This design comes from an exercise in tuning for small area, a short achievable clock period and few clock cycles on the open sky130 flow, not from production work.
Where RTL was checked, it was by simulation tests only, not by an equivalence proof against the original.

==> run P <==
==> flow/design.v <==
module RISC_SPM (clk, rst, mem_rdata, mem_addr, mem_wdata, mem_we, halted);
  input        clk, rst;
  input  [7:0] mem_rdata;
  output [7:0] mem_addr, mem_wdata;
  output       mem_we;
  output       halted;
  reg [7:0] R0, R1, R2, R3;
  reg [7:0] PC, MA;
  reg [6:0] IR;           
  reg       sA, sD;       
  reg       Z;
  reg       halted;
  wire       sF  = ~sA & ~sD & ~halted;
  wire [2:0] iop = IR[6:4];
  wire [1:0] src = IR[3:2];
  wire [1:0] dst = IR[1:0];
  wire i_add = (iop == 3'd1);
  wire i_sub = (iop == 3'd2);
  wire i_and = (iop == 3'd3);
  wire i_not = (iop == 3'd4);
  wire ex    = sF & (i_add | i_sub | i_and | i_not);
  reg [7:0] opA, opB;
  always @* begin
    case (dst)
      2'd0: opA = R0; 2'd1: opA = R1; 2'd2: opA = R2; default: opA = R3;
    endcase
    case (src)
      2'd0: opB = R0; 2'd1: opB = R1; 2'd2: opB = R2; default: opB = R3;
    endcase
  end
  wire [7:0] bx = opB ^ {8{i_sub}};
  wire [7:0] p0 = opA ^ bx;
  wire [7:0] g0 = opA & bx;
  wire [8:0] G0 = {g0, i_sub}, P0 = {p0, 1'b0};
  wire [8:0] G1, P1, G2, P2, G3;
  genvar k;
  generate
    for (k = 0; k < 9; k = k + 1) begin : ks
      if (k >= 1) begin : a1
        assign G1[k] = G0[k] | P0[k] & G0[k-1]; assign P1[k] = P0[k] & P0[k-1];
      end else begin : b1
        assign G1[k] = G0[k]; assign P1[k] = P0[k];
      end
      if (k >= 2) begin : a2
        assign G2[k] = G1[k] | P1[k] & G1[k-2]; assign P2[k] = P1[k] & P1[k-2];
      end else begin : b2
        assign G2[k] = G1[k]; assign P2[k] = P1[k];
      end
      if (k >= 4) begin : a3
        assign G3[k] = G2[k] | P2[k] & G2[k-4];
      end else begin : b3
        assign G3[k] = G2[k];
      end
    end
  endgenerate
  wire [7:0] cin = G3[7:0];
  wire [7:0] sum = p0 ^ cin;
  reg [7:0] alu;
  always @* begin
    case (iop)
      3'd1, 3'd2: alu = sum;
      3'd3:       alu = opA & opB;
      default:    alu = ~opB;
    endcase
  end
  wire [7:0] axb  = opA ^ opB;
  wire [7:0] aob  = opA | opB;
  wire       zadd = ~|(axb ^ {aob[6:0], 1'b0});
  wire       zsub = ~|axb;
  wire       zand = ~|(opA & opB);
  wire       znot = &opB;
  reg        zt;
  always @* begin
    case (iop)
      3'd1:    zt = zadd;
      3'd2:    zt = zsub;
      3'd3:    zt = zand;
      default: zt = znot;
    endcase
  end
  wire Zn = ex ? zt : Z;
  wire [3:0] fo     = mem_rdata[7:4];
  wire       f_two  = ~fo[3] & fo[2] & (fo[1] | fo[0]);    
  wire       f_brz  = (fo == 4'd8);
  wire       f_halt = fo[3] & (|fo[2:0]);
  wire       f_skip = f_brz & ~Zn;
  wire d_rd = sD & (iop == 3'd5);
  wire d_wr = sD & (iop == 3'd6);
  wire d_br = sD & ~iop[2] | sD & iop[1] & iop[0];       
  wire [6:0] hi1 = PC[7:1] + 7'd1;
  wire [7:0] PC1 = {PC[0] ? hi1 : PC[7:1], ~PC[0]};
  wire [7:0] PC2 = {hi1, PC[0]};
  wire [3:0] wsel = 4'b1 << dst;
  wire [3:0] wa   = {4{ex}} & wsel;
  wire [3:0] wr   = {4{d_rd}} & wsel;
  always @(posedge clk or negedge rst)
    if (!rst) begin
      R0 <= 8'd0; R1 <= 8'd0; R2 <= 8'd0; R3 <= 8'd0;
    end else begin
      R0 <= wa[0] ? alu : wr[0] ? mem_rdata : R0;
      R1 <= wa[1] ? alu : wr[1] ? mem_rdata : R1;
      R2 <= wa[2] ? alu : wr[2] ? mem_rdata : R2;
      R3 <= wa[3] ? alu : wr[3] ? mem_rdata : R3;
    end
  always @(posedge clk or negedge rst)
    if (!rst) Z <= 1'b0;
    else if (ex) Z <= zt;
  always @(posedge clk or negedge rst)
    if (!rst) begin
      PC <= 8'd0; MA <= 8'd0; IR <= 7'd0;
      sA <= 1'b0; sD <= 1'b0; halted <= 1'b0;
    end else if (sF) begin
      IR <= {fo[2:0], mem_rdata[3:0]};
      if (f_halt) halted <= 1'b1;
      else begin
        MA <= f_skip ? PC2 : PC1;
        PC <= f_skip ? PC2 : PC1;
        sA <= f_two | f_brz & Zn;
      end
    end else if (sA) begin
      MA <= mem_rdata; PC <= PC1; sA <= 1'b0; sD <= 1'b1;
    end else if (sD) begin
      sD <= 1'b0;
      if (d_br) begin MA <= mem_rdata; PC <= mem_rdata; end
      else MA <= PC;
    end
  assign mem_addr  = MA;
  assign mem_wdata = opB;
  assign mem_we    = d_wr;
endmodule
==> flow/run.sh <==
#!/bin/bash
# synth_recipe.tcl (not shown) runs the flow's synth.tcl, then flattens the netlist and writes it again
# the make line also repeats each setting of config.mk as NAME=value (left out here)
make -C /OpenROAD-flow-scripts/flow DESIGN_CONFIG=/design/flow/config.mk WORK_HOME=/design/flow/orfs CLKGATE_MAP_FILE= SYNTH_SCRIPT=/design/flow/synth_recipe.tcl finish
==> flow/config.mk <==
export PLATFORM = sky130hd
export DESIGN_NAME = RISC_SPM
export DESIGN_NICKNAME = RISC_SPM
export VERILOG_FILES = /design/flow/design.v
export SDC_FILE = /design/flow/constraint.sdc
export NUM_CORES = 4
export LEC_CHECK = 0
export CAP_MARGIN = 20
export CORE_MARGIN = 2
export CORE_UTILIZATION = 40
export SLEW_MARGIN = 20
==> flow/constraint.sdc <==
create_clock -name core_clock -period 5.0 [get_ports {clk}]
set_input_delay 1.0000 -clock core_clock [delete_from_list [all_inputs] [get_ports {clk}]]
set_output_delay 1.0000 -clock core_clock [all_outputs]
set_load 0.01 [all_outputs]
==> run E: changes against run P <==
--- a/flow/design.v
+++ b/flow/design.v
@@ -8,10 +8,7 @@
   reg [7:0] PC, MA;
-  reg [6:0] IR;           
-  reg       sA, sD;       
+  reg [2:0] iop;          
+  reg [3:0] srcv, dstv;   
+  reg       sA, sB, sD;   
   reg       Z;
   reg       halted;
-  wire       sF  = ~sA & ~sD & ~halted;
-  wire [2:0] iop = IR[6:4];
-  wire [1:0] src = IR[3:2];
-  wire [1:0] dst = IR[1:0];
   wire i_add = (iop == 3'd1);
@@ -20,12 +17,5 @@
   wire i_not = (iop == 3'd4);
-  wire ex    = sF & (i_add | i_sub | i_and | i_not);
-  reg [7:0] opA, opB;
-  always @* begin
-    case (dst)
-      2'd0: opA = R0; 2'd1: opA = R1; 2'd2: opA = R2; default: opA = R3;
-    endcase
-    case (src)
-      2'd0: opB = R0; 2'd1: opB = R1; 2'd2: opB = R2; default: opB = R3;
-    endcase
-  end
+  wire ex    = i_add | i_sub | i_and | i_not;
+  wire [7:0] opA = {8{dstv[0]}} & R0 | {8{dstv[1]}} & R1 | {8{dstv[2]}} & R2 | {8{dstv[3]}} & R3;
+  wire [7:0] opB = {8{srcv[0]}} & R0 | {8{srcv[1]}} & R1 | {8{srcv[2]}} & R2 | {8{srcv[3]}} & R3;
   wire [7:0] bx = opB ^ {8{i_sub}};
@@ -55,4 +45,3 @@
   endgenerate
-  wire [7:0] cin = G3[7:0];
-  wire [7:0] sum = p0 ^ cin;
+  wire [7:0] sum = p0 ^ G3[7:0];
   reg [7:0] alu;
@@ -80,3 +69,4 @@
   end
-  wire Zn = ex ? zt : Z;
+  wire fF = ~sA & ~sD & ~halted & (~sB | ~Z);
+  wire bT = sB & Z;                                        
   wire [3:0] fo     = mem_rdata[7:4];
@@ -85,3 +75,2 @@
   wire       f_halt = fo[3] & (|fo[2:0]);
-  wire       f_skip = f_brz & ~Zn;
   wire d_rd = sD & (iop == 3'd5);
@@ -92,5 +81,5 @@
   wire [7:0] PC2 = {hi1, PC[0]};
-  wire [3:0] wsel = 4'b1 << dst;
-  wire [3:0] wa   = {4{ex}} & wsel;
-  wire [3:0] wr   = {4{d_rd}} & wsel;
+  wire [3:0] wa = {4{ex}} & dstv;
+  wire [3:0] wr = {4{d_rd}} & dstv;
+  wire [7:0] wdat = sD ? mem_rdata : alu;
   always @(posedge clk or negedge rst)
@@ -99,6 +88,6 @@
     end else begin
-      R0 <= wa[0] ? alu : wr[0] ? mem_rdata : R0;
-      R1 <= wa[1] ? alu : wr[1] ? mem_rdata : R1;
-      R2 <= wa[2] ? alu : wr[2] ? mem_rdata : R2;
-      R3 <= wa[3] ? alu : wr[3] ? mem_rdata : R3;
+      if (wa[0] | wr[0]) R0 <= wdat;
+      if (wa[1] | wr[1]) R1 <= wdat;
+      if (wa[2] | wr[2]) R2 <= wdat;
+      if (wa[3] | wr[3]) R3 <= wdat;
     end
@@ -109,14 +98,19 @@
     if (!rst) begin
-      PC <= 8'd0; MA <= 8'd0; IR <= 7'd0;
-      sA <= 1'b0; sD <= 1'b0; halted <= 1'b0;
-    end else if (sF) begin
-      IR <= {fo[2:0], mem_rdata[3:0]};
+      PC <= 8'd0; MA <= 8'd0; iop <= 3'd0; srcv <= 4'd0; dstv <= 4'd0;
+      sA <= 1'b0; sB <= 1'b0; sD <= 1'b0; halted <= 1'b0;
+    end else if (fF) begin
+      iop  <= fo[2:0] & {3{~fo[3]}};    
+      srcv <= 4'b1 << mem_rdata[3:2];
+      dstv <= 4'b1 << mem_rdata[1:0];
+      sB   <= 1'b0;
       if (f_halt) halted <= 1'b1;
       else begin
-        MA <= f_skip ? PC2 : PC1;
-        PC <= f_skip ? PC2 : PC1;
-        sA <= f_two | f_brz & Zn;
+        MA <= PC1;
+        PC <= f_brz ? PC2 : PC1;
+        sA <= f_two;
+        sB <= f_brz;
       end
-    end else if (sA) begin
-      MA <= mem_rdata; PC <= PC1; sA <= 1'b0; sD <= 1'b1;
+    end else if (sA | bT) begin
+      MA <= mem_rdata; sA <= 1'b0; sB <= 1'b0; sD <= 1'b1;
+      if (sA) PC <= PC1;
     end else if (sD) begin
@@ -126,3 +120,3 @@
     end
-  assign mem_addr  = MA;
+  assign mem_addr  = (sB & ~Z) ? PC : MA;
   assign mem_wdata = opB;
==> flow/flow/run.sh (new file) <==
#!/bin/bash
# The standard layout (standard.sh) with two changes:
#  - the port buffers are buf_2 cells instead of the delay cell the resizer
#    picks by default (every port still gets its buffer);
#  - Yosys's abc step runs with flow/abc.script (or yosys's own default abc
#    script if the file says "default") instead of ORFS's script.
# Everything else, registers included, is ORFS's standard synthesis and flow.
set -euo pipefail
here=$(pwd)
export BUFFER_PORTS_ARGS="-buffer_cell sky130_fd_sc_hd__buf_2"
if [[ -f flow/abc.script ]]; then
  if grep -qx default flow/abc.script; then sc=default; else sc=$here/flow/abc.script; fi
  python3 - synth_recipe.tcl "$sc" <<'PY'
import sys
f, sc = sys.argv[1], sys.argv[2]
first, rest = open(f).read().split('\n', 1)
ov = """proc abc {args} {
  set i [lsearch -exact $args -script]
  if {$i >= 0} { set args [lreplace $args $i [expr {$i+1}]] }
  if {"%s" ne "default"} { set args [linsert $args 0 -script %s] }
  puts "abc override: $args"
  yosys abc {*}$args
}""" % (sc, sc)
open(f, 'w').write(first + '\n' + ov + '\n' + rest)
PY
fi
bash standard.sh finish > standard.log 2>&1
==> flow/standard.sh (new file) <==
#!/bin/bash
# synth_recipe.tcl (not shown) runs the flow's synth.tcl, then flattens the netlist and writes it again
# the make line also repeats each setting of config.mk as NAME=value (left out here)
make -C /OpenROAD-flow-scripts/flow DESIGN_CONFIG=/design/flow/config.mk WORK_HOME=/design/flow/orfs CLKGATE_MAP_FILE= SYNTH_SCRIPT=/design/flow/synth_recipe.tcl "${@:-finish}"
Settings changed: ABC_AREA from default to 1, CORE_UTILIZATION 40 to 70, SETUP_SLACK_MARGIN from default to 2.35.
removed: flow/run.sh
==> run M: changes against run P <==
Settings changed: ABC_AREA from default to 1, SETUP_SLACK_MARGIN from default to 2.2.
==> qor summary <==
item                                                              run E                run P       run M
Outcome                                        timing/DRC/antenna clean  timing/DRC/antenna clean  timing/DRC/antenna clean
Share of the synthesized area in the top cell type                0.340                0.309       0.305
Synthesized netlist net count                                       715                  601         730
Final Instance Count excl. Fillers                                  800                  726         924
Worst hold path cell count                                            2                    2           0
Clk pin slew, worst setup/hold paths                              80 ps                50 ps       60 ps
Post-Synthesis Cells                                                682                  568         697
Hold slack final                                                 485 ps               493 ps      492 ps
Post-route worst setup slack                                    2440 ps              1070 ps     2220 ps
Share of synthesized area spent on multiplexers                       0                0.106           0
Inst Count DP                                                       774                  710         855
Testbench counts of run E, summed over its fixed seeds: cycles 39,150.
Function not checked in run P and run M: the RTL went through the layout flow alone.

-- port drivers added, routing unchanged --
No port has a modelled driver above. Below, the same layouts with a new extraction and two added sets of constraints. Step 1, drivers: a clkbuf_16 drives clk and a buf_2 each remaining input, both assumed. Step 2 also shifts input and output timing later by t, the mid clock arrival at the registers, as if the neighbouring blocks saw the same clock. Slacks: no drivers / after step 1 / after step 2; pairs: no drivers / after step 1.
run	t (ns)	setup slack, ns	worst setup path after step 2
run P	0.362	1.075 / 1.075 / 0.778	input to register
run E	0.382	2.437 / 2.408 / 2.379	input to register
run M	0.372	2.216 / 2.185 / 2.025	input to register
After both steps every run listed still meets setup and hold. For run P, which loses most, drivers alone change the setup slack by 0.000 ns; drivers and shift together by -0.297 ns.
